Context: an optimization exercise on an open-source flow, tuned for small area, a short achievable clock period and few clock cycles per item. The choices shown serve that exercise and are no tape-out recipe. The RTL was checked by simulation tests, not by an equivalence proof against the original design. Power figures rest on the tool's default switching activity, not on a simulated workload.

==> flow/design.v, too long to show whole: its modules and the start of the top module <==
// module gemm_mac: 1775 lines
// module gemm_array: 192 lines
module gemm_array
#(
  parameter C_DATA_WIDTH = 32,
  parameter C_DIM = 4,
  parameter C_NUM_PE = 4,
  parameter C_RAM_IN_DELAY = 1,
  parameter C_RAM_OUT_DELAY = 1,
  parameter C_MAC_DELAY = 1,
  parameter C_RAM_STYLE = 1
)
(
  input                       clock,
  input                       i_reset,
  input [C_DATA_WIDTH-1: 0]   Ain_data,
  input [C_DATA_WIDTH-1: 0]   Bin_data,
  input                       Ain_valid,
  input                       Bin_valid,
  output [C_DATA_WIDTH-1: 0]  Aout_data,
  output [C_DATA_WIDTH-1: 0]  Bout_data,
  output                      Aout_valid,
  output                      Bout_valid,
  input                       i_rd_output,
  output                      o_rd_output
);
  // ...
==> flow/flow/run.sh <==
#!/bin/bash
set -euo pipefail
bash standard.sh SETUP_SLACK_MARGIN=5.6 finish > make_standard.log 2>&1
==> flow/standard.sh <==
#!/bin/bash
# synth_recipe.tcl (not shown) runs the flow's synth.tcl, then flattens the netlist and writes it again
# the make line also repeats each setting of config.mk as NAME=value (left out here)
make -C /OpenROAD-flow-scripts/flow DESIGN_CONFIG=/design/flow/config.mk WORK_HOME=/design/flow/orfs CLKGATE_MAP_FILE= SYNTH_SCRIPT=/design/flow/synth_recipe.tcl "${@:-finish}"
==> flow/config.mk <==
export PLATFORM = sky130hd
export DESIGN_NAME = gemm_array
export DESIGN_NICKNAME = gemm_array
export VERILOG_FILES = /design/flow/design.v
export SDC_FILE = /design/flow/constraint.sdc
export NUM_CORES = 4
export LEC_CHECK = 0
export CAP_MARGIN = 20
export CORE_MARGIN = 2
export CORE_UTILIZATION = 40
export CTS_CLUSTER_DIAMETER = 60
export CTS_CLUSTER_SIZE = 30
export SLEW_MARGIN = 20
==> flow/constraint.sdc <==
create_clock -name core_clock -period 8.5 [get_ports {clock}]
set_input_delay 1.7000 -clock core_clock [delete_from_list [all_inputs] [get_ports {clock}]]
set_output_delay 1.7000 -clock core_clock [all_outputs]
set_load 0.01 [all_outputs]
==> impl_metrics.prom, run 1 <==
# TYPE chip_impl_metric gauge
chip_impl_info{name="path_class",value="reg2reg"} 1
chip_impl_metric{name="synth.cell_area",unit="mm2"} 0.0792
chip_impl_metric{name="cellLeakagePower",unit="uW"} 0.0379
chip_impl_metric{name="maximum_number_of_pins_on_one_net_before_global_route_repair",unit=""} 204
chip_impl_metric{name="globalRoute.totalOverflow",unit=""} 0
chip_impl_metric{name="clock_latency",unit="ns"} 0.85
chip_impl_info{name="status",value="complete, no violations"} 1
chip_impl_metric{name="p_switching",unit="uW"} 12400
chip_impl_metric{name="detailroute.wirelength.met2",unit="um"} 136000
chip_impl_metric{name="multiInputCombCellCount",unit=""} 4929
chip_impl_metric{name="final.period_utilization",unit="%"} 38.8
chip_impl_metric{name="total_power",unit="uW"} 29800
chip_impl_info{name="setup.worst_path.start",value="a_m1[0]$_DFF_P_"} 1
chip_impl_metric{name="yosys.area_share.adder",unit="%"} 18.5
chip_impl_metric{name="worstPathMaxFanout",unit=""} 49
chip_impl_info{name="synth.most_common_cell",value="sky130_fd_sc_hd__dfxtp_1"} 1
chip_impl_info{name="cts_root_buf",value="sky130_fd_sc_hd__clkbuf_16"} 1
chip_impl_metric{name="dp_slack",unit="ns"} 4.20
chip_impl_info{name="top_power_group",value="combinational cells"} 1
chip_impl_info{name="cell_taking_the_most_area_after_synthesis",value="sky130_fd_sc_hd__dfxtp_1"} 1
chip_impl_metric{name="layout.buffer.nonclock.area_share",unit="%"} 7.89
chip_impl_metric{name="seq_area",unit="mm2"} 0.0291
chip_impl_metric{name="worst_ir_drop_vdd",unit="mV"} 0.199
chip_impl_metric{name="multiInputGateArea",unit="mm2"} 0.0498
chip_impl_metric{name="finalWorstSetupSlack",unit="ns"} 5.20
Testbench counts, summed over its fixed seeds: cycles 8,960, matrices 256.
==> run 2: changes to the inputs <==
--- a/flow/design.v
+++ b/flow/design.v
@@ -8,19 +8,19 @@
   input  [31:0]     b,
   input  [31:0]     b3,
   input             clr,
   output [31:0]     sum
 );
 reg [31:0] r1;
 reg [31:0] r2;
 wire [31:0] acc = r2;
-reg [86:0] cut;
-reg [31:0] kx;
-reg [30:0] kg;
+reg [115:0] cut;
+reg [31:0] sa;
+reg [31:0] sb;
 wire pp1;
 wire pp2;
 wire pp3;
 wire pp4;
 wire pp5;
 wire pp6;
 wire pp7;
 wire pp8;
@@ -408,81 +408,81 @@
 wire xs390;
 wire xc391;
 wire xs392;
 wire xc393;
 wire xs394;
 wire xc395;
 wire xs396;
 wire xs397;
-wire xs398;
-wire xc399;
-wire xs400;
-wire xc401;
-wire xs402;
-wire xc403;
-wire xs404;
-wire xc405;
-wire xs406;
-wire xc407;
-wire xs408;
-wire xc409;
-wire xs410;
-wire xc411;
-wire xs412;
-wire xc413;
-wire xs414;
-wire xc415;
-wire xs416;
-wire xc417;
-wire xs418;
-wire xc419;
-wire xs420;
-wire xc421;
-wire xs422;
-wire xc423;
-wire xs424;
-wire xc425;
-wire xs426;
-wire xc427;
-wire xs428;
-wire xc429;
-wire xs430;
-wire xc431;
-wire xs432;
-wire xc433;
-wire xs434;
-wire xc435;
-wire xs436;
-wire xc437;
-wire xs438;
-wire xc439;
-wire xs440;
-wire xc441;
-wire xs442;
-wire xc443;
-wire xs444;
-wire xc445;
-wire xs446;
-wire xc447;
-wire xs448;
-wire xs449;
-wire ys450;
-wire yc451;
-wire ys452;
-wire yc453;
-wire ys454;
-wire yc455;
-wire ys456;
-wire yc457;
-wire ys458;
-wire yc459;
-wire ys460;
-wire yc461;
-wire ys462;
+wire ys398;
+wire yc399;
+wire ys400;
+wire yc401;
+wire ys402;
+wire yc403;
+wire ys404;
+wire yc405;
+wire ys406;
+wire yc407;
+wire ys408;
+wire yc409;
+wire ys410;
+wire yc411;
+wire ys412;
+wire yc413;
+wire ys414;
+wire yc415;
+wire ys416;
+wire ys417;
+wire ys418;
+wire yc419;
+wire ys420;
+wire yc421;
+wire ys422;
+wire yc423;
+wire ys424;
+wire yc425;
+wire ys426;
+wire yc427;
+wire ys428;
+wire yc429;
+wire ys430;
+wire yc431;
+wire ys432;
+wire yc433;
+wire ys434;
+wire yc435;
+wire ys436;
+wire yc437;
+wire ys438;
+wire yc439;
+wire ys440;
+wire yc441;
+wire ys442;
+wire yc443;
+wire ys444;
+wire yc445;
+wire ys446;
+wire yc447;
+wire ys448;
+wire ys449;
+wire yc450;
+wire ys451;
+wire yc452;
+wire ys453;
+wire yc454;
+wire ys455;
+wire yc456;
+wire ys457;
+wire yc458;
+wire ys459;
+wire yc460;
+wire ys461;
+wire yc462;
 wire ys463;
 wire yc464;
 wire ys465;
 wire yc466;
 wire ys467;
 wire yc468;
 wire ys469;
 wire yc470;
@@ -502,18 +502,18 @@
 wire yc484;
 wire ys485;
 wire yc486;
 wire ys487;
 wire yc488;
 wire ys489;
 wire yc490;
 wire ys491;
-wire yc492;
-wire ys493;
+wire ys492;
+wire yc493;
 wire ys494;
 wire yc495;
 wire ys496;
 wire yc497;
 wire ys498;
 wire yc499;
 wire ys500;
 wire yc501;
@@ -1207,235 +1207,235 @@
 assign xs390 = xs300 ^ xs302 ^ xc293;
 assign xc391 = (xs300 & xs302) | (xs300 & xc293) | (xs302 & xc293);
 assign xs392 = pp186 ^ xs304 ^ xs306;
 assign xc393 = (pp186 & xs304) | (pp186 & xs306) | (xs304 & xs306);
 assign xs394 = xs308 ^ xs310 ^ xc299;
 assign xc395 = (xs308 & xs310) | (xs308 & xc299) | (xs310 & xc299);
 assign xs396 = xs312 ^ xs313 ^ xs314;
 assign xs397 = xs315 ^ xc305 ^ xc307;
-assign xs398 = acc[2] ^ pp3 ^ xc317;
-assign xc399 = (acc[2] & pp3) | (acc[2] & xc317) | (pp3 & xc317);
-assign xs400 = xc203 ^ xc205 ^ xs326;
-assign xc401 = (xc203 & xc205) | (xc203 & xs326) | (xc205 & xs326);
-assign xs402 = xc207 ^ xs328 ^ xc327;
-assign xc403 = (xc207 & xs328) | (xc207 & xc327) | (xs328 & xc327);
-assign xs404 = xc209 ^ xs330 ^ xc329;
-assign xc405 = (xc209 & xs330) | (xc209 & xc329) | (xs330 & xc329);
-assign xs406 = xc213 ^ xs332 ^ xc331;
-assign xc407 = (xc213 & xs332) | (xc213 & xc331) | (xs332 & xc331);
-assign xs408 = xc217 ^ xs334 ^ xc333;
-assign xc409 = (xc217 & xs334) | (xc217 & xc333) | (xs334 & xc333);
-assign xs410 = xs336 ^ xs338 ^ xc335;
-assign xc411 = (xs336 & xs338) | (xs336 & xc335) | (xs338 & xc335);
-assign xs412 = xc223 ^ xc225 ^ xs340;
-assign xc413 = (xc223 & xc225) | (xc223 & xs340) | (xc225 & xs340);
-assign xs414 = xc227 ^ xc229 ^ xs342;
-assign xc415 = (xc227 & xc229) | (xc227 & xs342) | (xc229 & xs342);
-assign xs416 = xc231 ^ xc233 ^ xs344;
-assign xc417 = (xc231 & xc233) | (xc231 & xs344) | (xc233 & xs344);
-assign xs418 = xc239 ^ xs346 ^ xs348;
-assign xc419 = (xc239 & xs346) | (xc239 & xs348) | (xs346 & xs348);
-assign xs420 = xs350 ^ xs352 ^ xc347;
-assign xc421 = (xs350 & xs352) | (xs350 & xc347) | (xs352 & xc347);
-assign xs422 = xs354 ^ xs356 ^ xc351;
-assign xc423 = (xs354 & xs356) | (xs354 & xc351) | (xs356 & xc351);
-assign xs424 = xs358 ^ xs360 ^ xc355;
-assign xc425 = (xs358 & xs360) | (xs358 & xc355) | (xs360 & xc355);
-assign xs426 = xs362 ^ xs364 ^ xc359;
-assign xc427 = (xs362 & xs364) | (xs362 & xc359) | (xs364 & xc359);
-assign xs428 = xc263 ^ xc265 ^ xs366;
-assign xc429 = (xc263 & xc265) | (xc263 & xs366) | (xc265 & xs366);
-assign xs430 = xs368 ^ xc363 ^ xc365;
-assign xc431 = (xs368 & xc363) | (xs368 & xc365) | (xc363 & xc365);
-assign xs432 = xc271 ^ xs370 ^ xs372;
-assign xc433 = (xc271 & xs370) | (xc271 & xs372) | (xs370 & xs372);
-assign xs434 = xc277 ^ xs374 ^ xs376;
-assign xc435 = (xc277 & xs374) | (xc277 & xs376) | (xs374 & xs376);
-assign xs436 = xc283 ^ xs378 ^ xs380;
-assign xc437 = (xc283 & xs378) | (xc283 & xs380) | (xs378 & xs380);
-assign xs438 = xs382 ^ xs384 ^ xs386;
-assign xc439 = (xs382 & xs384) | (xs382 & xs386) | (xs384 & xs386);
-assign xs440 = xc295 ^ xc297 ^ xs388;
-assign xc441 = (xc295 & xc297) | (xc295 & xs388) | (xc297 & xs388);
-assign xs442 = xs390 ^ xc383 ^ xc385;
-assign xc443 = (xs390 & xc383) | (xs390 & xc385) | (xc383 & xc385);
-assign xs444 = xc301 ^ xc303 ^ xs392;
-assign xc445 = (xc301 & xc303) | (xc301 & xs392) | (xc303 & xs392);
-assign xs446 = xs394 ^ xc389 ^ xc391;
-assign xc447 = (xs394 & xc389) | (xs394 & xc391) | (xc389 & xc391);
-assign xs448 = xc309 ^ xc311 ^ xs396;
-assign xs449 = xs397 ^ xc393 ^ xc395;
-assign ys450 = cut[58] ^ cut[59];
-assign yc451 = cut[58] & cut[59];
-assign ys452 = cut[63] ^ cut[64];
-assign yc453 = cut[63] & cut[64];
-assign ys454 = cut[67] ^ cut[68];
-assign yc455 = cut[67] & cut[68];
-assign ys456 = cut[71] ^ cut[72];
-assign yc457 = cut[71] & cut[72];
-assign ys458 = cut[75] ^ cut[76];
-assign yc459 = cut[75] & cut[76];
-assign ys460 = cut[79] ^ cut[80];
-assign yc461 = cut[79] & cut[80];
-assign ys462 = cut[83] ^ cut[84];
-assign ys463 = cut[30] ^ cut[31];
-assign yc464 = cut[30] & cut[31];
-assign ys465 = cut[34] ^ cut[35];
-assign yc466 = cut[34] & cut[35];
-assign ys467 = cut[37] ^ cut[38];
-assign yc468 = cut[37] & cut[38];
-assign ys469 = cut[40] ^ cut[41];
-assign yc470 = cut[40] & cut[41];
-assign ys471 = cut[43] ^ cut[44];
-assign yc472 = cut[43] & cut[44];
-assign ys473 = cut[46] ^ cut[47];
-assign yc474 = cut[46] & cut[47];
-assign ys475 = cut[49] ^ cut[50];
-assign yc476 = cut[49] & cut[50];
-assign ys477 = cut[52] ^ cut[53];
-assign yc478 = cut[52] & cut[53];
-assign ys479 = cut[55] ^ cut[56];
-assign yc480 = cut[55] & cut[56];
-assign ys481 = cut[60] ^ cut[61] ^ cut[62];
-assign yc482 = (cut[60] & cut[61]) | (cut[60] & cut[62]) | (cut[61] & cut[62]);
-assign ys483 = cut[65] ^ cut[66] ^ ys452;
-assign yc484 = (cut[65] & cut[66]) | (cut[65] & ys452) | (cut[66] & ys452);
-assign ys485 = cut[69] ^ cut[70] ^ ys454;
-assign yc486 = (cut[69] & cut[70]) | (cut[69] & ys454) | (cut[70] & ys454);
-assign ys487 = cut[73] ^ cut[74] ^ ys456;
-assign yc488 = (cut[73] & cut[74]) | (cut[73] & ys456) | (cut[74] & ys456);
-assign ys489 = cut[77] ^ cut[78] ^ ys458;
-assign yc490 = (cut[77] & cut[78]) | (cut[77] & ys458) | (cut[78] & ys458);
-assign ys491 = cut[81] ^ cut[82] ^ ys460;
-assign yc492 = (cut[81] & cut[82]) | (cut[81] & ys460) | (cut[82] & ys460);
-assign ys493 = cut[85] ^ cut[86] ^ ys462;
-assign ys494 = cut[3] ^ cut[4];
-assign yc495 = cut[3] & cut[4];
-assign ys496 = cut[6] ^ cut[7];
-assign yc497 = cut[6] & cut[7];
-assign ys498 = cut[8] ^ cut[9];
-assign yc499 = cut[8] & cut[9];
-assign ys500 = cut[10] ^ cut[11];
-assign yc501 = cut[10] & cut[11];
-assign ys502 = cut[12] ^ cut[13];
-assign yc503 = cut[12] & cut[13];
-assign ys504 = cut[14] ^ cut[15];
-assign yc505 = cut[14] & cut[15];
-assign ys506 = cut[16] ^ cut[17];
-assign yc507 = cut[16] & cut[17];
-assign ys508 = cut[18] ^ cut[19];
-assign yc509 = cut[18] & cut[19];
-assign ys510 = cut[20] ^ cut[21];
-assign yc511 = cut[20] & cut[21];
-assign ys512 = cut[22] ^ cut[23];
-assign yc513 = cut[22] & cut[23];
-assign ys514 = cut[24] ^ cut[25];
-assign yc515 = cut[24] & cut[25];
-assign ys516 = cut[26] ^ cut[27];
-assign yc517 = cut[26] & cut[27];
-assign ys518 = cut[28] ^ cut[29];
-assign yc519 = cut[28] & cut[29];
-assign ys520 = cut[32] ^ cut[33] ^ ys463;
-assign yc521 = (cut[32] & cut[33]) | (cut[32] & ys463) | (cut[33] & ys463);
-assign ys522 = cut[36] ^ ys465 ^ yc464;
-assign yc523 = (cut[36] & ys465) | (cut[36] & yc464) | (ys465 & yc464);
-assign ys524 = cut[39] ^ ys467 ^ yc466;
-assign yc525 = (cut[39] & ys467) | (cut[39] & yc466) | (ys467 & yc466);
-assign ys526 = cut[42] ^ ys469 ^ yc468;
-assign yc527 = (cut[42] & ys469) | (cut[42] & yc468) | (ys469 & yc468);
-assign ys528 = cut[45] ^ ys471 ^ yc470;
-assign yc529 = (cut[45] & ys471) | (cut[45] & yc470) | (ys471 & yc470);
-assign ys530 = cut[48] ^ ys473 ^ yc472;
-assign yc531 = (cut[48] & ys473) | (cut[48] & yc472) | (ys473 & yc472);
-assign ys532 = cut[51] ^ ys475 ^ yc474;
-assign yc533 = (cut[51] & ys475) | (cut[51] & yc474) | (ys475 & yc474);
-assign ys534 = cut[54] ^ ys477 ^ yc476;
-assign yc535 = (cut[54] & ys477) | (cut[54] & yc476) | (ys477 & yc476);
-assign ys536 = cut[57] ^ ys479 ^ yc478;
-assign yc537 = (cut[57] & ys479) | (cut[57] & yc478) | (ys479 & yc478);
-assign ys538 = ys450 ^ ys481 ^ yc480;
-assign yc539 = (ys450 & ys481) | (ys450 & yc480) | (ys481 & yc480);
-assign ys540 = yc451 ^ ys483 ^ yc482;
-assign yc541 = (yc451 & ys483) | (yc451 & yc482) | (ys483 & yc482);
-assign ys542 = yc453 ^ ys485 ^ yc484;
-assign yc543 = (yc453 & ys485) | (yc453 & yc484) | (ys485 & yc484);
-assign ys544 = yc455 ^ ys487 ^ yc486;
-assign yc545 = (yc455 & ys487) | (yc455 & yc486) | (ys487 & yc486);
-assign ys546 = yc457 ^ ys489 ^ yc488;
-assign yc547 = (yc457 & ys489) | (yc457 & yc488) | (ys489 & yc488);
-assign ys548 = yc459 ^ ys491 ^ yc490;
-assign yc549 = (yc459 & ys491) | (yc459 & yc490) | (ys491 & yc490);
-assign ys550 = yc461 ^ ys493 ^ yc492;
-assign opa = {ys550, ys548, ys546, ys544, ys542, ys540, ys538, ys536, ys534, ys532, ys530, ys528, ys526, ys524, ys522, ys520, ys518, ys516, ys514, ys512, ys510, ys508, ys506, ys504, ys502, ys500, ys498, ys496, cut[5], cut[2], cut[1], cut[0]};
-assign opb = {yc549, yc547, yc545, yc543, yc541, yc539, yc537, yc535, yc533, yc531, yc529, yc527, yc525, yc523, yc521, yc519, yc517, yc515, yc513, yc511, yc509, yc507, yc505, yc503, yc501, yc499, yc497, yc495, ys494, 1'b0, 1'b0, 1'b0};
-assign p0 = opa ^ opb;
-assign g0 = opa & opb;
-assign g1_1 = kg[1] | (kx[1] & kg[0]);
-assign p1_1 = kx[1] & kx[0];
-assign g1_2 = kg[2] | (kx[2] & kg[1]);
-assign p1_2 = kx[2] & kx[1];
-assign g1_3 = kg[3] | (kx[3] & kg[2]);
-assign p1_3 = kx[3] & kx[2];
-assign g1_4 = kg[4] | (kx[4] & kg[3]);
-assign p1_4 = kx[4] & kx[3];
-assign g1_5 = kg[5] | (kx[5] & kg[4]);
-assign p1_5 = kx[5] & kx[4];
-assign g1_6 = kg[6] | (kx[6] & kg[5]);
-assign p1_6 = kx[6] & kx[5];
-assign g1_7 = kg[7] | (kx[7] & kg[6]);
-assign p1_7 = kx[7] & kx[6];
-assign g1_8 = kg[8] | (kx[8] & kg[7]);
-assign p1_8 = kx[8] & kx[7];
-assign g1_9 = kg[9] | (kx[9] & kg[8]);
-assign p1_9 = kx[9] & kx[8];
-assign g1_10 = kg[10] | (kx[10] & kg[9]);
-assign p1_10 = kx[10] & kx[9];
-assign g1_11 = kg[11] | (kx[11] & kg[10]);
-assign p1_11 = kx[11] & kx[10];
-assign g1_12 = kg[12] | (kx[12] & kg[11]);
-assign p1_12 = kx[12] & kx[11];
-assign g1_13 = kg[13] | (kx[13] & kg[12]);
-assign p1_13 = kx[13] & kx[12];
-assign g1_14 = kg[14] | (kx[14] & kg[13]);
-assign p1_14 = kx[14] & kx[13];
-assign g1_15 = kg[15] | (kx[15] & kg[14]);
-assign p1_15 = kx[15] & kx[14];
-assign g1_16 = kg[16] | (kx[16] & kg[15]);
-assign p1_16 = kx[16] & kx[15];
-assign g1_17 = kg[17] | (kx[17] & kg[16]);
-assign p1_17 = kx[17] & kx[16];
-assign g1_18 = kg[18] | (kx[18] & kg[17]);
-assign p1_18 = kx[18] & kx[17];
-assign g1_19 = kg[19] | (kx[19] & kg[18]);
-assign p1_19 = kx[19] & kx[18];
-assign g1_20 = kg[20] | (kx[20] & kg[19]);
-assign p1_20 = kx[20] & kx[19];
-assign g1_21 = kg[21] | (kx[21] & kg[20]);
-assign p1_21 = kx[21] & kx[20];
-assign g1_22 = kg[22] | (kx[22] & kg[21]);
-assign p1_22 = kx[22] & kx[21];
-assign g1_23 = kg[23] | (kx[23] & kg[22]);
-assign p1_23 = kx[23] & kx[22];
-assign g1_24 = kg[24] | (kx[24] & kg[23]);
-assign p1_24 = kx[24] & kx[23];
-assign g1_25 = kg[25] | (kx[25] & kg[24]);
-assign p1_25 = kx[25] & kx[24];
-assign g1_26 = kg[26] | (kx[26] & kg[25]);
-assign p1_26 = kx[26] & kx[25];
-assign g1_27 = kg[27] | (kx[27] & kg[26]);
-assign p1_27 = kx[27] & kx[26];
-assign g1_28 = kg[28] | (kx[28] & kg[27]);
-assign p1_28 = kx[28] & kx[27];
-assign g1_29 = kg[29] | (kx[29] & kg[28]);
-assign p1_29 = kx[29] & kx[28];
-assign g1_30 = kg[30] | (kx[30] & kg[29]);
-assign p1_30 = kx[30] & kx[29];
-assign g2_2 = g1_2 | (p1_2 & kg[0]);
-assign p2_2 = p1_2 & kx[0];
+assign ys398 = cut[71] ^ cut[72];
+assign yc399 = cut[71] & cut[72];
+assign ys400 = cut[77] ^ cut[78];
+assign yc401 = cut[77] & cut[78];
+assign ys402 = cut[82] ^ cut[83];
+assign yc403 = cut[82] & cut[83];
+assign ys404 = cut[87] ^ cut[88];
+assign yc405 = cut[87] & cut[88];
+assign ys406 = cut[92] ^ cut[93];
+assign yc407 = cut[92] & cut[93];
+assign ys408 = cut[97] ^ cut[98] ^ cut[99];
+assign yc409 = (cut[97] & cut[98]) | (cut[97] & cut[99]) | (cut[98] & cut[99]);
+assign ys410 = cut[100] ^ cut[101];
+assign yc411 = cut[100] & cut[101];
+assign ys412 = cut[104] ^ cut[105] ^ cut[106];
+assign yc413 = (cut[104] & cut[105]) | (cut[104] & cut[106]) | (cut[105] & cut[106]);
+assign ys414 = cut[107] ^ cut[108];
+assign yc415 = cut[107] & cut[108];
+assign ys416 = cut[110] ^ cut[111] ^ cut[112];
+assign ys417 = cut[113] ^ cut[114];
+assign ys418 = cut[38] ^ cut[39];
+assign yc419 = cut[38] & cut[39];
+assign ys420 = cut[43] ^ cut[44];
+assign yc421 = cut[43] & cut[44];
+assign ys422 = cut[47] ^ cut[48];
+assign yc423 = cut[47] & cut[48];
+assign ys424 = cut[51] ^ cut[52];
+assign yc425 = cut[51] & cut[52];
+assign ys426 = cut[55] ^ cut[56];
+assign yc427 = cut[55] & cut[56];
+assign ys428 = cut[59] ^ cut[60];
+assign yc429 = cut[59] & cut[60];
+assign ys430 = cut[63] ^ cut[64];
+assign yc431 = cut[63] & cut[64];
+assign ys432 = cut[67] ^ cut[68];
+assign yc433 = cut[67] & cut[68];
+assign ys434 = cut[73] ^ cut[74] ^ cut[75];
+assign yc435 = (cut[73] & cut[74]) | (cut[73] & cut[75]) | (cut[74] & cut[75]);
+assign ys436 = cut[79] ^ cut[80] ^ cut[81];
+assign yc437 = (cut[79] & cut[80]) | (cut[79] & cut[81]) | (cut[80] & cut[81]);
+assign ys438 = cut[84] ^ cut[85] ^ cut[86];
+assign yc439 = (cut[84] & cut[85]) | (cut[84] & cut[86]) | (cut[85] & cut[86]);
+assign ys440 = cut[89] ^ cut[90] ^ cut[91];
+assign yc441 = (cut[89] & cut[90]) | (cut[89] & cut[91]) | (cut[90] & cut[91]);
+assign ys442 = cut[94] ^ cut[95] ^ cut[96];
+assign yc443 = (cut[94] & cut[95]) | (cut[94] & cut[96]) | (cut[95] & cut[96]);
+assign ys444 = cut[102] ^ cut[103] ^ ys408;
+assign yc445 = (cut[102] & cut[103]) | (cut[102] & ys408) | (cut[103] & ys408);
+assign ys446 = cut[109] ^ ys412 ^ ys414;
+assign yc447 = (cut[109] & ys412) | (cut[109] & ys414) | (ys412 & ys414);
+assign ys448 = cut[115] ^ ys416 ^ ys417;
+assign ys449 = cut[19] ^ cut[20];
+assign yc450 = cut[19] & cut[20];
+assign ys451 = cut[23] ^ cut[24];
+assign yc452 = cut[23] & cut[24];
+assign ys453 = cut[26] ^ cut[27];
+assign yc454 = cut[26] & cut[27];
+assign ys455 = cut[29] ^ cut[30];
+assign yc456 = cut[29] & cut[30];
+assign ys457 = cut[32] ^ cut[33];
+assign yc458 = cut[32] & cut[33];
+assign ys459 = cut[35] ^ cut[36];
+assign yc460 = cut[35] & cut[36];
+assign ys461 = cut[40] ^ cut[41] ^ cut[42];
+assign yc462 = (cut[40] & cut[41]) | (cut[40] & cut[42]) | (cut[41] & cut[42]);
+assign ys463 = cut[45] ^ cut[46] ^ ys420;
+assign yc464 = (cut[45] & cut[46]) | (cut[45] & ys420) | (cut[46] & ys420);
+assign ys465 = cut[49] ^ cut[50] ^ ys422;
+assign yc466 = (cut[49] & cut[50]) | (cut[49] & ys422) | (cut[50] & ys422);
+assign ys467 = cut[53] ^ cut[54] ^ ys424;
+assign yc468 = (cut[53] & cut[54]) | (cut[53] & ys424) | (cut[54] & ys424);
+assign ys469 = cut[57] ^ cut[58] ^ ys426;
+assign yc470 = (cut[57] & cut[58]) | (cut[57] & ys426) | (cut[58] & ys426);
+assign ys471 = cut[61] ^ cut[62] ^ ys428;
+assign yc472 = (cut[61] & cut[62]) | (cut[61] & ys428) | (cut[62] & ys428);
+assign ys473 = cut[65] ^ cut[66] ^ ys430;
+assign yc474 = (cut[65] & cut[66]) | (cut[65] & ys430) | (cut[66] & ys430);
+assign ys475 = cut[69] ^ cut[70] ^ ys432;
+assign yc476 = (cut[69] & cut[70]) | (cut[69] & ys432) | (cut[70] & ys432);
+assign ys477 = cut[76] ^ ys398 ^ ys434;
+assign yc478 = (cut[76] & ys398) | (cut[76] & ys434) | (ys398 & ys434);
+assign ys479 = ys400 ^ yc399 ^ ys436;
+assign yc480 = (ys400 & yc399) | (ys400 & ys436) | (yc399 & ys436);
+assign ys481 = ys402 ^ yc401 ^ ys438;
+assign yc482 = (ys402 & yc401) | (ys402 & ys438) | (yc401 & ys438);
+assign ys483 = ys404 ^ yc403 ^ ys440;
+assign yc484 = (ys404 & yc403) | (ys404 & ys440) | (yc403 & ys440);
+assign ys485 = ys406 ^ yc405 ^ ys442;
+assign yc486 = (ys406 & yc405) | (ys406 & ys442) | (yc405 & ys442);
+assign ys487 = ys410 ^ yc407 ^ ys444;
+assign yc488 = (ys410 & yc407) | (ys410 & ys444) | (yc407 & ys444);
+assign ys489 = yc409 ^ yc411 ^ ys446;
+assign yc490 = (yc409 & yc411) | (yc409 & ys446) | (yc411 & ys446);
+assign ys491 = yc413 ^ yc415 ^ ys448;
+assign ys492 = cut[2] ^ cut[3];
+assign yc493 = cut[2] & cut[3];
+assign ys494 = cut[5] ^ cut[6];
+assign yc495 = cut[5] & cut[6];
+assign ys496 = cut[7] ^ cut[8];
+assign yc497 = cut[7] & cut[8];
+assign ys498 = cut[9] ^ cut[10];
+assign yc499 = cut[9] & cut[10];
+assign ys500 = cut[11] ^ cut[12];
+assign yc501 = cut[11] & cut[12];
+assign ys502 = cut[13] ^ cut[14];
+assign yc503 = cut[13] & cut[14];
+assign ys504 = cut[15] ^ cut[16];
+assign yc505 = cut[15] & cut[16];
+assign ys506 = cut[17] ^ cut[18];
+assign yc507 = cut[17] & cut[18];
+assign ys508 = cut[21] ^ cut[22] ^ ys449;
+assign yc509 = (cut[21] & cut[22]) | (cut[21] & ys449) | (cut[22] & ys449);
+assign ys510 = cut[25] ^ ys451 ^ yc450;
+assign yc511 = (cut[25] & ys451) | (cut[25] & yc450) | (ys451 & yc450);
+assign ys512 = cut[28] ^ ys453 ^ yc452;
+assign yc513 = (cut[28] & ys453) | (cut[28] & yc452) | (ys453 & yc452);
+assign ys514 = cut[31] ^ ys455 ^ yc454;
+assign yc515 = (cut[31] & ys455) | (cut[31] & yc454) | (ys455 & yc454);
+assign ys516 = cut[34] ^ ys457 ^ yc456;
+assign yc517 = (cut[34] & ys457) | (cut[34] & yc456) | (ys457 & yc456);
+assign ys518 = cut[37] ^ ys459 ^ yc458;
+assign yc519 = (cut[37] & ys459) | (cut[37] & yc458) | (ys459 & yc458);
+assign ys520 = ys418 ^ ys461 ^ yc460;
+assign yc521 = (ys418 & ys461) | (ys418 & yc460) | (ys461 & yc460);
+assign ys522 = yc419 ^ ys463 ^ yc462;
+assign yc523 = (yc419 & ys463) | (yc419 & yc462) | (ys463 & yc462);
+assign ys524 = yc421 ^ ys465 ^ yc464;
+assign yc525 = (yc421 & ys465) | (yc421 & yc464) | (ys465 & yc464);
+assign ys526 = yc423 ^ ys467 ^ yc466;
+assign yc527 = (yc423 & ys467) | (yc423 & yc466) | (ys467 & yc466);
+assign ys528 = yc425 ^ ys469 ^ yc468;
+assign yc529 = (yc425 & ys469) | (yc425 & yc468) | (ys469 & yc468);
+assign ys530 = yc427 ^ ys471 ^ yc470;
+assign yc531 = (yc427 & ys471) | (yc427 & yc470) | (ys471 & yc470);
+assign ys532 = yc429 ^ ys473 ^ yc472;
+assign yc533 = (yc429 & ys473) | (yc429 & yc472) | (ys473 & yc472);
+assign ys534 = yc431 ^ ys475 ^ yc474;
+assign yc535 = (yc431 & ys475) | (yc431 & yc474) | (ys475 & yc474);
+assign ys536 = yc433 ^ ys477 ^ yc476;
+assign yc537 = (yc433 & ys477) | (yc433 & yc476) | (ys477 & yc476);
+assign ys538 = yc435 ^ ys479 ^ yc478;
+assign yc539 = (yc435 & ys479) | (yc435 & yc478) | (ys479 & yc478);
+assign ys540 = yc437 ^ ys481 ^ yc480;
+assign yc541 = (yc437 & ys481) | (yc437 & yc480) | (ys481 & yc480);
+assign ys542 = yc439 ^ ys483 ^ yc482;
+assign yc543 = (yc439 & ys483) | (yc439 & yc482) | (ys483 & yc482);
+assign ys544 = yc441 ^ ys485 ^ yc484;
+assign yc545 = (yc441 & ys485) | (yc441 & yc484) | (ys485 & yc484);
+assign ys546 = yc443 ^ ys487 ^ yc486;
+assign yc547 = (yc443 & ys487) | (yc443 & yc486) | (ys487 & yc486);
+assign ys548 = yc445 ^ ys489 ^ yc488;
+assign yc549 = (yc445 & ys489) | (yc445 & yc488) | (ys489 & yc488);
+assign ys550 = yc447 ^ ys491 ^ yc490;
+assign opa = {ys550, ys548, ys546, ys544, ys542, ys540, ys538, ys536, ys534, ys532, ys530, ys528, ys526, ys524, ys522, ys520, ys518, ys516, ys514, ys512, ys510, ys508, ys506, ys504, ys502, ys500, ys498, ys496, ys494, cut[4], cut[1], cut[0]};
+assign opb = {yc549, yc547, yc545, yc543, yc541, yc539, yc537, yc535, yc533, yc531, yc529, yc527, yc525, yc523, yc521, yc519, yc517, yc515, yc513, yc511, yc509, yc507, yc505, yc503, yc501, yc499, yc497, yc495, yc493, ys492, 1'b0, 1'b0};
+assign p0 = sa ^ sb;
+assign g0 = sa & sb;
+assign g1_1 = g0[1] | (p0[1] & g0[0]);
+assign p1_1 = p0[1] & p0[0];
+assign g1_2 = g0[2] | (p0[2] & g0[1]);
+assign p1_2 = p0[2] & p0[1];
+assign g1_3 = g0[3] | (p0[3] & g0[2]);
+assign p1_3 = p0[3] & p0[2];
+assign g1_4 = g0[4] | (p0[4] & g0[3]);
+assign p1_4 = p0[4] & p0[3];
+assign g1_5 = g0[5] | (p0[5] & g0[4]);
+assign p1_5 = p0[5] & p0[4];
+assign g1_6 = g0[6] | (p0[6] & g0[5]);
+assign p1_6 = p0[6] & p0[5];
+assign g1_7 = g0[7] | (p0[7] & g0[6]);
+assign p1_7 = p0[7] & p0[6];
+assign g1_8 = g0[8] | (p0[8] & g0[7]);
+assign p1_8 = p0[8] & p0[7];
+assign g1_9 = g0[9] | (p0[9] & g0[8]);
+assign p1_9 = p0[9] & p0[8];
+assign g1_10 = g0[10] | (p0[10] & g0[9]);
+assign p1_10 = p0[10] & p0[9];
+assign g1_11 = g0[11] | (p0[11] & g0[10]);
+assign p1_11 = p0[11] & p0[10];
+assign g1_12 = g0[12] | (p0[12] & g0[11]);
+assign p1_12 = p0[12] & p0[11];
+assign g1_13 = g0[13] | (p0[13] & g0[12]);
+assign p1_13 = p0[13] & p0[12];
+assign g1_14 = g0[14] | (p0[14] & g0[13]);
+assign p1_14 = p0[14] & p0[13];
+assign g1_15 = g0[15] | (p0[15] & g0[14]);
+assign p1_15 = p0[15] & p0[14];
+assign g1_16 = g0[16] | (p0[16] & g0[15]);
+assign p1_16 = p0[16] & p0[15];
+assign g1_17 = g0[17] | (p0[17] & g0[16]);
+assign p1_17 = p0[17] & p0[16];
+assign g1_18 = g0[18] | (p0[18] & g0[17]);
+assign p1_18 = p0[18] & p0[17];
+assign g1_19 = g0[19] | (p0[19] & g0[18]);
+assign p1_19 = p0[19] & p0[18];
+assign g1_20 = g0[20] | (p0[20] & g0[19]);
+assign p1_20 = p0[20] & p0[19];
+assign g1_21 = g0[21] | (p0[21] & g0[20]);
+assign p1_21 = p0[21] & p0[20];
+assign g1_22 = g0[22] | (p0[22] & g0[21]);
+assign p1_22 = p0[22] & p0[21];
+assign g1_23 = g0[23] | (p0[23] & g0[22]);
+assign p1_23 = p0[23] & p0[22];
+assign g1_24 = g0[24] | (p0[24] & g0[23]);
+assign p1_24 = p0[24] & p0[23];
+assign g1_25 = g0[25] | (p0[25] & g0[24]);
+assign p1_25 = p0[25] & p0[24];
+assign g1_26 = g0[26] | (p0[26] & g0[25]);
+assign p1_26 = p0[26] & p0[25];
+assign g1_27 = g0[27] | (p0[27] & g0[26]);
+assign p1_27 = p0[27] & p0[26];
+assign g1_28 = g0[28] | (p0[28] & g0[27]);
+assign p1_28 = p0[28] & p0[27];
+assign g1_29 = g0[29] | (p0[29] & g0[28]);
+assign p1_29 = p0[29] & p0[28];
+assign g1_30 = g0[30] | (p0[30] & g0[29]);
+assign p1_30 = p0[30] & p0[29];
+assign g2_2 = g1_2 | (p1_2 & g0[0]);
+assign p2_2 = p1_2 & p0[0];
 assign g2_3 = g1_3 | (p1_3 & g1_1);
 assign p2_3 = p1_3 & p1_1;
 assign g2_4 = g1_4 | (p1_4 & g1_2);
 assign p2_4 = p1_4 & p1_2;
 assign g2_5 = g1_5 | (p1_5 & g1_3);
 assign p2_5 = p1_5 & p1_3;
 assign g2_6 = g1_6 | (p1_6 & g1_4);
 assign p2_6 = p1_6 & p1_4;
@@ -1482,18 +1482,18 @@
 assign g2_27 = g1_27 | (p1_27 & g1_25);
 assign p2_27 = p1_27 & p1_25;
 assign g2_28 = g1_28 | (p1_28 & g1_26);
 assign p2_28 = p1_28 & p1_26;
 assign g2_29 = g1_29 | (p1_29 & g1_27);
 assign p2_29 = p1_29 & p1_27;
 assign g2_30 = g1_30 | (p1_30 & g1_28);
 assign p2_30 = p1_30 & p1_28;
-assign g3_4 = g2_4 | (p2_4 & kg[0]);
-assign p3_4 = p2_4 & kx[0];
+assign g3_4 = g2_4 | (p2_4 & g0[0]);
+assign p3_4 = p2_4 & p0[0];
 assign g3_5 = g2_5 | (p2_5 & g1_1);
 assign p3_5 = p2_5 & p1_1;
 assign g3_6 = g2_6 | (p2_6 & g2_2);
 assign p3_6 = p2_6 & p2_2;
 assign g3_7 = g2_7 | (p2_7 & g2_3);
 assign p3_7 = p2_7 & p2_3;
 assign g3_8 = g2_8 | (p2_8 & g2_4);
 assign p3_8 = p2_8 & p2_4;
@@ -1536,18 +1536,18 @@
 assign g3_27 = g2_27 | (p2_27 & g2_23);
 assign p3_27 = p2_27 & p2_23;
 assign g3_28 = g2_28 | (p2_28 & g2_24);
 assign p3_28 = p2_28 & p2_24;
 assign g3_29 = g2_29 | (p2_29 & g2_25);
 assign p3_29 = p2_29 & p2_25;
 assign g3_30 = g2_30 | (p2_30 & g2_26);
 assign p3_30 = p2_30 & p2_26;
-assign g4_8 = g3_8 | (p3_8 & kg[0]);
-assign p4_8 = p3_8 & kx[0];
+assign g4_8 = g3_8 | (p3_8 & g0[0]);
+assign p4_8 = p3_8 & p0[0];
 assign g4_9 = g3_9 | (p3_9 & g1_1);
 assign p4_9 = p3_9 & p1_1;
 assign g4_10 = g3_10 | (p3_10 & g2_2);
 assign p4_10 = p3_10 & p2_2;
 assign g4_11 = g3_11 | (p3_11 & g2_3);
 assign p4_11 = p3_11 & p2_3;
 assign g4_12 = g3_12 | (p3_12 & g3_4);
 assign p4_12 = p3_12 & p3_4;
@@ -1582,18 +1582,18 @@
 assign g4_27 = g3_27 | (p3_27 & g3_19);
 assign p4_27 = p3_27 & p3_19;
 assign g4_28 = g3_28 | (p3_28 & g3_20);
 assign p4_28 = p3_28 & p3_20;
 assign g4_29 = g3_29 | (p3_29 & g3_21);
 assign p4_29 = p3_29 & p3_21;
 assign g4_30 = g3_30 | (p3_30 & g3_22);
 assign p4_30 = p3_30 & p3_22;
-assign g5_16 = g4_16 | (p4_16 & kg[0]);
-assign p5_16 = p4_16 & kx[0];
+assign g5_16 = g4_16 | (p4_16 & g0[0]);
+assign p5_16 = p4_16 & p0[0];
 assign g5_17 = g4_17 | (p4_17 & g1_1);
 assign p5_17 = p4_17 & p1_1;
 assign g5_18 = g4_18 | (p4_18 & g2_2);
 assign p5_18 = p4_18 & p2_2;
 assign g5_19 = g4_19 | (p4_19 & g2_3);
 assign p5_19 = p4_19 & p2_3;
 assign g5_20 = g4_20 | (p4_20 & g3_4);
 assign p5_20 = p4_20 & p3_4;
@@ -1612,168 +1612,167 @@
 assign g5_27 = g4_27 | (p4_27 & g4_11);
 assign p5_27 = p4_27 & p4_11;
 assign g5_28 = g4_28 | (p4_28 & g4_12);
 assign p5_28 = p4_28 & p4_12;
 assign g5_29 = g4_29 | (p4_29 & g4_13);
 assign p5_29 = p4_29 & p4_13;
 assign g5_30 = g4_30 | (p4_30 & g4_14);
 assign p5_30 = p4_30 & p4_14;
-assign sum[0] = kx[0];
-assign sum[1] = kx[1] ^ kg[0];
-assign sum[2] = kx[2] ^ g1_1;
-assign sum[3] = kx[3] ^ g2_2;
-assign sum[4] = kx[4] ^ g2_3;
-assign sum[5] = kx[5] ^ g3_4;
-assign sum[6] = kx[6] ^ g3_5;
-assign sum[7] = kx[7] ^ g3_6;
-assign sum[8] = kx[8] ^ g3_7;
-assign sum[9] = kx[9] ^ g4_8;
-assign sum[10] = kx[10] ^ g4_9;
-assign sum[11] = kx[11] ^ g4_10;
-assign sum[12] = kx[12] ^ g4_11;
-assign sum[13] = kx[13] ^ g4_12;
-assign sum[14] = kx[14] ^ g4_13;
-assign sum[15] = kx[15] ^ g4_14;
-assign sum[16] = kx[16] ^ g4_15;
-assign sum[17] = kx[17] ^ g5_16;
-assign sum[18] = kx[18] ^ g5_17;
-assign sum[19] = kx[19] ^ g5_18;
-assign sum[20] = kx[20] ^ g5_19;
-assign sum[21] = kx[21] ^ g5_20;
-assign sum[22] = kx[22] ^ g5_21;
-assign sum[23] = kx[23] ^ g5_22;
-assign sum[24] = kx[24] ^ g5_23;
-assign sum[25] = kx[25] ^ g5_24;
-assign sum[26] = kx[26] ^ g5_25;
-assign sum[27] = kx[27] ^ g5_26;
-assign sum[28] = kx[28] ^ g5_27;
-assign sum[29] = kx[29] ^ g5_28;
-assign sum[30] = kx[30] ^ g5_29;
-assign sum[31] = kx[31] ^ g5_30;
+assign sum[0] = p0[0];
+assign sum[1] = p0[1] ^ g0[0];
+assign sum[2] = p0[2] ^ g1_1;
+assign sum[3] = p0[3] ^ g2_2;
+assign sum[4] = p0[4] ^ g2_3;
+assign sum[5] = p0[5] ^ g3_4;
+assign sum[6] = p0[6] ^ g3_5;
+assign sum[7] = p0[7] ^ g3_6;
+assign sum[8] = p0[8] ^ g3_7;
+assign sum[9] = p0[9] ^ g4_8;
+assign sum[10] = p0[10] ^ g4_9;
+assign sum[11] = p0[11] ^ g4_10;
+assign sum[12] = p0[12] ^ g4_11;
+assign sum[13] = p0[13] ^ g4_12;
+assign sum[14] = p0[14] ^ g4_13;
+assign sum[15] = p0[15] ^ g4_14;
+assign sum[16] = p0[16] ^ g4_15;
+assign sum[17] = p0[17] ^ g5_16;
+assign sum[18] = p0[18] ^ g5_17;
+assign sum[19] = p0[19] ^ g5_18;
+assign sum[20] = p0[20] ^ g5_19;
+assign sum[21] = p0[21] ^ g5_20;
+assign sum[22] = p0[22] ^ g5_21;
+assign sum[23] = p0[23] ^ g5_22;
+assign sum[24] = p0[24] ^ g5_23;
+assign sum[25] = p0[25] ^ g5_24;
+assign sum[26] = p0[26] ^ g5_25;
+assign sum[27] = p0[27] ^ g5_26;
+assign sum[28] = p0[28] ^ g5_27;
+assign sum[29] = p0[29] ^ g5_28;
+assign sum[30] = p0[30] ^ g5_29;
+assign sum[31] = p0[31] ^ g5_30;
 always @(posedge clock) begin
     cut[0] <= xs188;
     cut[1] <= xs316;
-    cut[2] <= xs398;
-    cut[3] <= pp33;
-    cut[4] <= xs190;
-    cut[5] <= xc399;
-    cut[6] <= xs192;
-    cut[7] <= xc191;
-    cut[8] <= xs194;
-    cut[9] <= xc193;
-    cut[10] <= xc195;
-    cut[11] <= xs318;
-    cut[12] <= xs320;
-    cut[13] <= xc319;
-    cut[14] <= xs322;
-    cut[15] <= xc321;
-    cut[16] <= xs324;
-    cut[17] <= xc323;
-    cut[18] <= xc325;
-    cut[19] <= xs400;
-    cut[20] <= xs402;
-    cut[21] <= xc401;
-    cut[22] <= xs404;
-    cut[23] <= xc403;
-    cut[24] <= xs406;
-    cut[25] <= xc405;
-    cut[26] <= xs408;
-    cut[27] <= xc407;
-    cut[28] <= xs410;
-    cut[29] <= xc409;
-    cut[30] <= xc337;
-    cut[31] <= xc339;
-    cut[32] <= xs412;
-    cut[33] <= xc411;
-    cut[34] <= xc341;
-    cut[35] <= xs414;
-    cut[36] <= xc413;
-    cut[37] <= xc343;
-    cut[38] <= xs416;
-    cut[39] <= xc415;
-    cut[40] <= xc345;
-    cut[41] <= xs418;
-    cut[42] <= xc417;
-    cut[43] <= xc349;
-    cut[44] <= xs420;
-    cut[45] <= xc419;
-    cut[46] <= xc353;
-    cut[47] <= xs422;
-    cut[48] <= xc421;
-    cut[49] <= xc357;
-    cut[50] <= xs424;
-    cut[51] <= xc423;
-    cut[52] <= xc361;
-    cut[53] <= xs426;
-    cut[54] <= xc425;
-    cut[55] <= xs428;
-    cut[56] <= xs430;
-    cut[57] <= xc427;
-    cut[58] <= xc367;
-    cut[59] <= xc369;
-    cut[60] <= xs432;
-    cut[61] <= xc429;
-    cut[62] <= xc431;
-    cut[63] <= xc371;
-    cut[64] <= xc373;
-    cut[65] <= xs434;
-    cut[66] <= xc433;
-    cut[67] <= xc375;
-    cut[68] <= xc377;
-    cut[69] <= xs436;
-    cut[70] <= xc435;
-    cut[71] <= xc379;
-    cut[72] <= xc381;
-    cut[73] <= xs438;
-    cut[74] <= xc437;
-    cut[75] <= xc387;
-    cut[76] <= xs440;
-    cut[77] <= xs442;
-    cut[78] <= xc439;
-    cut[79] <= xs444;
-    cut[80] <= xs446;
-    cut[81] <= xc441;
-    cut[82] <= xc443;
-    cut[83] <= xs448;
-    cut[84] <= xs449;
-    cut[85] <= xc445;
-    cut[86] <= xc447;
-    kx <= p0;
-    kg[0] <= g0[0];
-    kg[1] <= g0[1];
-    kg[2] <= g0[2];
-    kg[3] <= g0[3];
-    kg[4] <= g0[4];
-    kg[5] <= g0[5];
-    kg[6] <= g0[6];
-    kg[7] <= g0[7];
-    kg[8] <= g0[8];
-    kg[9] <= g0[9];
-    kg[10] <= g0[10];
-    kg[11] <= g0[11];
-    kg[12] <= g0[12];
-    kg[13] <= g0[13];
-    kg[14] <= g0[14];
-    kg[15] <= g0[15];
-    kg[16] <= g0[16];
-    kg[17] <= g0[17];
-    kg[18] <= g0[18];
-    kg[19] <= g0[19];
-    kg[20] <= g0[20];
-    kg[21] <= g0[21];
-    kg[22] <= g0[22];
-    kg[23] <= g0[23];
-    kg[24] <= g0[24];
-    kg[25] <= g0[25];
-    kg[26] <= g0[26];
-    kg[27] <= g0[27];
-    kg[28] <= g0[28];
-    kg[29] <= g0[29];
-    kg[30] <= g0[30];
+    cut[2] <= acc[2];
+    cut[3] <= pp3;
+    cut[4] <= xc317;
+    cut[5] <= pp33;
+    cut[6] <= xs190;
+    cut[7] <= xs192;
+    cut[8] <= xc191;
+    cut[9] <= xs194;
+    cut[10] <= xc193;
+    cut[11] <= xc195;
+    cut[12] <= xs318;
+    cut[13] <= xs320;
+    cut[14] <= xc319;
+    cut[15] <= xs322;
+    cut[16] <= xc321;
+    cut[17] <= xs324;
+    cut[18] <= xc323;
+    cut[19] <= xc203;
+    cut[20] <= xc205;
+    cut[21] <= xs326;
+    cut[22] <= xc325;
+    cut[23] <= xc207;
+    cut[24] <= xs328;
+    cut[25] <= xc327;
+    cut[26] <= xc209;
+    cut[27] <= xs330;
+    cut[28] <= xc329;
+    cut[29] <= xc213;
+    cut[30] <= xs332;
+    cut[31] <= xc331;
+    cut[32] <= xc217;
+    cut[33] <= xs334;
+    cut[34] <= xc333;
+    cut[35] <= xs336;
+    cut[36] <= xs338;
+    cut[37] <= xc335;
+    cut[38] <= xc223;
+    cut[39] <= xc225;
+    cut[40] <= xs340;
+    cut[41] <= xc337;
+    cut[42] <= xc339;
+    cut[43] <= xc227;
+    cut[44] <= xc229;
+    cut[45] <= xs342;
+    cut[46] <= xc341;
+    cut[47] <= xc231;
+    cut[48] <= xc233;
+    cut[49] <= xs344;
+    cut[50] <= xc343;
+    cut[51] <= xc239;
+    cut[52] <= xs346;
+    cut[53] <= xs348;
+    cut[54] <= xc345;
+    cut[55] <= xs350;
+    cut[56] <= xs352;
+    cut[57] <= xc347;
+    cut[58] <= xc349;
+    cut[59] <= xs354;
+    cut[60] <= xs356;
+    cut[61] <= xc351;
+    cut[62] <= xc353;
+    cut[63] <= xs358;
+    cut[64] <= xs360;
+    cut[65] <= xc355;
+    cut[66] <= xc357;
+    cut[67] <= xs362;
+    cut[68] <= xs364;
+    cut[69] <= xc359;
+    cut[70] <= xc361;
+    cut[71] <= xc263;
+    cut[72] <= xc265;
+    cut[73] <= xs366;
+    cut[74] <= xs368;
+    cut[75] <= xc363;
+    cut[76] <= xc365;
+    cut[77] <= xc271;
+    cut[78] <= xs370;
+    cut[79] <= xs372;
+    cut[80] <= xc367;
+    cut[81] <= xc369;
+    cut[82] <= xc277;
+    cut[83] <= xs374;
+    cut[84] <= xs376;
+    cut[85] <= xc371;
+    cut[86] <= xc373;
+    cut[87] <= xc283;
+    cut[88] <= xs378;
+    cut[89] <= xs380;
+    cut[90] <= xc375;
+    cut[91] <= xc377;
+    cut[92] <= xs382;
+    cut[93] <= xs384;
+    cut[94] <= xs386;
+    cut[95] <= xc379;
+    cut[96] <= xc381;
+    cut[97] <= xc295;
+    cut[98] <= xc297;
+    cut[99] <= xs388;
+    cut[100] <= xs390;
+    cut[101] <= xc383;
+    cut[102] <= xc385;
+    cut[103] <= xc387;
+    cut[104] <= xc301;
+    cut[105] <= xc303;
+    cut[106] <= xs392;
+    cut[107] <= xs394;
+    cut[108] <= xc389;
+    cut[109] <= xc391;
+    cut[110] <= xc309;
+    cut[111] <= xc311;
+    cut[112] <= xs396;
+    cut[113] <= xs397;
+    cut[114] <= xc393;
+    cut[115] <= xc395;
+    sa <= opa;
+    sb <= opb;
     r1 <= sum;
     r2 <= clr ? 32'd0 : r1;
 end
 endmodule
 module gemm_array
 #(
   parameter C_DATA_WIDTH = 32,
   parameter C_DIM = 4,
==> flow/flow/run.sh (replaced) <==
#!/bin/bash
set -euo pipefail
bash standard.sh SETUP_SLACK_MARGIN=5.45 finish > make_standard.log 2>&1
==> flow/config.mk (replaced) <==
export PLATFORM = sky130hd
export DESIGN_NAME = gemm_array
export DESIGN_NICKNAME = gemm_array
export VERILOG_FILES = /design/flow/design.v
export SDC_FILE = /design/flow/constraint.sdc
export NUM_CORES = 4
export LEC_CHECK = 0
export ABC_AREA = 1
export CAP_MARGIN = 20
export CORE_MARGIN = 2
export CORE_UTILIZATION = 40
export CTS_CLUSTER_DIAMETER = 60
export CTS_CLUSTER_SIZE = 30
export SLEW_MARGIN = 20
==> impl_metrics.prom, run 2 <==
# TYPE chip_impl_metric gauge
chip_impl_metric{name="final-max-slew-violation-count",unit=""} 0
chip_impl_metric{name="boundaryPins",unit=""} 136
chip_impl_metric{name="clock_skew",unit="ns"} 0.0585
chip_impl_metric{name="postSynth.asyncResetShare",unit="%"} 0
chip_impl_info{name="r2r_start",value="a_m3[0]$_DFF_P_"} 1
chip_impl_metric{name="slew-limit-headroom",unit="%"} 18.3
chip_impl_info{name="status",value="complete, no violations"} 1
chip_impl_metric{name="syn_to_layout_area_delta",unit="%"} 11.7
chip_impl_info{name="most-common-layout-cells",value="1602 x sky130_fd_sc_hd__nand2_1, 1458 x sky130_fd_sc_hd__dfxtp_1, 1417 x sky130_fd_sc_hd__inv_1"} 1
chip_impl_info{name="startpoint_type",value="register"} 1
chip_impl_info{name="hold_path.class",value="reg2reg"} 1
chip_impl_metric{name="synth.mux.area_fraction",unit="%"} 0.0613
chip_impl_metric{name="rows",unit=""} 169
chip_impl_metric{name="final.period_utilization",unit="%"} 37.1
chip_impl_metric{name="clock_latency",unit="ns"} 0.86
chip_impl_metric{name="timing.final.setup_violations",unit=""} 0
chip_impl_info{name="layout_commonest_cell",value="sky130_fd_sc_hd__nand2_1"} 1
chip_impl_metric{name="port-buffer-count",unit=""} 135
chip_impl_metric{name="tritoncts.num_buffers",unit=""} 132
chip_impl_info{name="flip_flop_cell_with_the_highest_count_after_synthesis",value="sky130_fd_sc_hd__dfxtp_1"} 1
chip_impl_metric{name="grt.met1_usage",unit="%"} 45.3
chip_impl_metric{name="max_freq",unit="MHz"} 317
chip_impl_metric{name="antenna_left",unit=""} 0
chip_impl_metric{name="dp_slack",unit="ns"} 4.33
chip_impl_info{name="rr_endpoint",value="col[3].mac.cut[55]$_DFF_P_"} 1
chip_impl_info{name="reg_with_most_ffs",value="col.mac.cut"} 1
chip_impl_metric{name="post_synth.cell_area_avg",unit="um2"} 8.78
chip_impl_metric{name="finalWorstSetupSlack",unit="ns"} 5.35
chip_impl_metric{name="total_power",unit="uW"} 34000
chip_impl_metric{name="place.gp.congestion",unit=""} 1.04
chip_impl_metric{name="timing.final.hold_violations",unit=""} 0
chip_impl_info{name="timing.critical_path.to_type",value="register"} 1
chip_impl_metric{name="clkTransAtPathRegs",unit="ns"} 0.10
chip_impl_metric{name="power_per_cell_area",unit="mW/mm2"} 356
chip_impl_metric{name="antenna_found_initial",unit=""} 27
chip_impl_metric{name="core_area",unit="mm2"} 0.213
chip_impl_metric{name="die_area",unit="mm2"} 0.218
chip_impl_metric{name="wire_length_of_the_first_global_routing_pass",unit="um"} 547000
chip_impl_metric{name="finalSetupTns",unit="ns"} 0
chip_impl_metric{name="number_of_enable_flip_flop_cells_after_synthesis",unit=""} 0
chip_impl_info{name="grt-busiest-layer",value="met2"} 1
chip_impl_metric{name="clockPowerShare",unit="%"} 20.4
chip_impl_metric{name="detailedRoute.firstPassIterationCount",unit=""} 13
chip_impl_info{name="timing.critical_path.slowest_stage_cell",value="sky130_fd_sc_hd__fa_1"} 1
chip_impl_metric{name="synth_xor_area_share",unit="%"} 9.06
chip_impl_metric{name="basic_gate_share_of_the_synthesized_area_counting_and_or_nand_and_nor_cells",unit="%"} 11.6
chip_impl_metric{name="yosys.area_share.adder",unit="%"} 17.1
chip_impl_metric{name="route.detailed.wl_per_inst",unit="um"} 31.8
chip_impl_metric{name="synth.yosys.seq_area_share",unit="%"} 36.4
chip_impl_metric{name="grt_use_total",unit="%"} 35.4
chip_impl_metric{name="final_layout_size_suffix_gt1_share",unit="%"} 8.79
chip_impl_info{name="cp_common_cell",value="sky130_fd_sc_hd__fa_1"} 1
chip_impl_metric{name="chipHeight",unit="um"} 467
chip_impl_metric{name="cellLeakagePower",unit="uW"} 0.0400
chip_impl_metric{name="netlist-cell-type-count",unit=""} 52
chip_impl_metric{name="synth.top_cell.area_share",unit="%"} 36.4
chip_impl_metric{name="max-clock-path-buffers",unit=""} 3
chip_impl_metric{name="regToRegSetupSlack",unit="ns"} 5.35
chip_impl_metric{name="net_sw_share",unit="%"} 45.5
chip_impl_metric{name="route.detailed.drc",unit=""} 0
chip_impl_metric{name="critPathBufInv",unit=""} 3
chip_impl_info{name="synth.most_common_cell",value="sky130_fd_sc_hd__nand2_1"} 1
chip_impl_metric{name="globalRoute.totalOverflow",unit=""} 0
chip_impl_metric{name="internal_power",unit="uW"} 18500
chip_impl_metric{name="share_comb_of_total_power",unit="%"} 46.4
chip_impl_info{name="cell_taking_the_most_area_after_synthesis",value="sky130_fd_sc_hd__dfxtp_1"} 1
chip_impl_info{name="setup.worst_path.start",value="a_m3[0]$_DFF_P_"} 1
chip_impl_metric{name="clock_tree.htree_level_count",unit=""} 4
chip_impl_metric{name="route.final.wire_length",unit="um"} 399000
chip_impl_metric{name="syn-num-nets",unit=""} 10656
chip_impl_metric{name="initial_utilization",unit="%"} 40.3
chip_impl_metric{name="worstPathMaxFanout",unit=""} 28
chip_impl_metric{name="tightestPinTransition",unit="ns"} 1.23
chip_impl_info{name="path_class",value="reg2reg"} 1
chip_impl_metric{name="dieWidth",unit="um"} 467
chip_impl_info{name="crit_chain",value="clkbuf_8, clkinv_16, buf_16, o22ai_1, a221oi_2, xor2_1, fa_1, fa_1"} 1
chip_impl_info{name="hold_path_startpoint",value="col[3].mac.cut[0]$_DFF_P_"} 1
chip_impl_metric{name="maximum_number_of_pins_on_one_net_before_global_route_repair",unit=""} 127
chip_impl_metric{name="global_route.usage.met2",unit="%"} 48.4
chip_impl_metric{name="first_global_vias",unit=""} 72018
chip_impl_metric{name="fin_nets",unit=""} 10503
chip_impl_metric{name="via_count",unit=""} 75338
chip_impl_metric{name="number_of_flip_flops_under_the_largest_register_name",unit=""} 464
chip_impl_info{name="synth_top_family_by_area",value="adder cells"} 1
chip_impl_metric{name="avgViaCountPerCell",unit=""} 6.01
chip_impl_metric{name="share_seq_of_total_power",unit="%"} 33.1
chip_impl_metric{name="synth.cell_area",unit="mm2"} 0.0857
chip_impl_metric{name="p_switching",unit="uW"} 15500
chip_impl_info{name="cts_root_buf",value="sky130_fd_sc_hd__clkbuf_16"} 1
chip_impl_metric{name="synth.ff_latch_count",unit=""} 1557
chip_impl_info{name="clock_tree_from_tritoncts",value="built"} 1
chip_impl_metric{name="cp_slowest_stage_delay",unit="ns"} 0.60
chip_impl_metric{name="synth_compound_area_share",unit="%"} 15.5
chip_impl_metric{name="timing.critical_path.required",unit="ns"} 9.19
chip_impl_info{name="holdPathEnd",value="col[3].mac.sa[0]$_DFF_P_"} 1
chip_impl_metric{name="max_cap_violations",unit=""} 0
chip_impl_metric{name="period_needed",unit="ns"} 3.15
chip_impl_metric{name="timing.hold.ws",unit="ns"} 0.324
chip_impl_metric{name="dp_hpwl",unit="um"} 279000
chip_impl_info{name="synth_commonest_cells",value="1604 x sky130_fd_sc_hd__nand2_1, 1557 x sky130_fd_sc_hd__dfxtp_1, 1436 x sky130_fd_sc_hd__inv_1"} 1
chip_impl_info{name="grt_setup_unrepaired",value="true"} 1
chip_impl_metric{name="met3_usage",unit="%"} 14.0
chip_impl_metric{name="worstPathArrival",unit="ns"} 3.84
chip_impl_metric{name="iter_0_drt_violations",unit=""} 11604
chip_impl_metric{name="syn-instance-count",unit=""} 9754
chip_impl_metric{name="fin_cells",unit=""} 12544
chip_impl_metric{name="worst_ir_drop_vdd",unit="mV"} 0.241
chip_impl_metric{name="r2r_cells",unit=""} 8
chip_impl_info{name="synthTopCellsByArea",value="sky130_fd_sc_hd__dfxtp_1 36%, sky130_fd_sc_hd__fa_1 13%, sky130_fd_sc_hd__xor2_1 8.1%"} 1
chip_impl_metric{name="placed_cells",unit=""} 12202
chip_impl_metric{name="clock_sink_count",unit=""} 1557
chip_impl_info{name="cp_top_family",value="adder cells"} 1
chip_impl_metric{name="yosysWarningCount",unit=""} 2
chip_impl_metric{name="timing.hold.worst_path_depth",unit=""} 0
run 2: how the worst max path moves through the flow:
stage	end	slack, ns	depth (start not counted)
2_1_floorplan	t1[7]$_DFF_P_	5.50	7
3_3_place_gp	col[3].mac.cut[55]$_DFF_P_	4.33	7
3_5_place_dp	col[3].mac.cut[55]$_DFF_P_	4.33	7
4_1_cts	Bout_data[22]	5.36	1
5_1_grt	col[3].mac.cut[113]$_DFF_P_	5.37	8
6_report	col[3].mac.cut[55]$_DFF_P_	5.35	8
run 2: through the flow:
stage          utilization [%]  instance area, um2
6_report                  45.0               95700
5_1_grt                   45.0               95700
4_1_cts                   44.6               94900
3_5_place_dp              41.7               88600
3_3_place_gp              41.7               88600
2_1_floorplan                -               85700
run 2: what timing repair did:
action                     CTS  global route
pin swaps                    1             4
hold endpoints to repair     0             0
gates cloned                 8             3
hold buffers                 0             0
gates resized for setup    547           102
setup endpoints to repair  709           438
setup buffers               39            33
run 2: area by class of cell:
class / count / area (um2)
clock inverter: 96 / 1500
timing repair buffer: 340 / 3570
inverter: 1526 / 6030
clock buffer: 145 / 3550
fill: 20772 / 117000
antenna: 15 / 37.5
sequential: 1557 / 31400
timing repair inverter: 6 / 52.6
multi-input combinational: 6038 / 46000
tap: 2821 / 3530
run 2: power groups by stage:
stage / combinational (uW) / clock (uW) / sequential, uW
floorplan: 9270 / 0 / 10700
global placement: 15100 / 0 / 11400
detailed placement: 15300 / 0 / 11400
CTS: 15500 / 7050 / 11300
global route: 17300 / 7330 / 11400
finish: 15800 / 6950 / 11300
run 2: logic make-up after synthesis:
logic type / count (synthesis)
adder cells (fa/ha/maj): 833
XOR/XNOR: 881
multiplexers: 5
flip-flops: 1557
AO/OA/AOI/OAI: 1866
AND/OR/NAND/NOR: 2452
buffers and inverters: 2160
run 2: per-layer routing:
layer  part of all wire, %  up-vias
met5                  0.21        -
met4                   9.0       26
met3                    14     1712
met2                    39     5887
met1                    38    35977
li1                      -    31736
Testbench counts of run 2, summed over its fixed seeds: cycles 8,960, matrices 256.

==> afterwards: timing with drivers on the ports <==
Ports are ideal in the flow. The routed layouts listed here were re-timed in OpenROAD. Step 1 assumes that a clkbuf_16 drives the clock port and a buf_2 every other input. Step 2 moves the port delays by t, midway between the first and last clock arrival at a register: inputs arrive t later, outputs are due t later. That takes back most of the time a late clock gives input paths. a / b / c = ideal ports / drivers / drivers and shift; a / b = the first two.
run	t (ns)	setup WS [ns]	hold slack, ns	latest minus earliest clock arrival (ns)	slew at the worst register clock pin (ns)
run 1	0.908	5.201 / 5.201 / 4.826	0.334 / 0.334 / 0.334	0.071 / 0.070	0.10 / 0.10
run 2	0.928	5.350 / 5.303 / 4.812	0.324 / 0.324 / 0.324	0.060 / 0.060	0.11 / 0.11
After both steps every run listed still meets setup and hold. The setup slack of run 2, which loses most, moves by -0.047 ns with the drivers and by -0.538 ns with both steps.
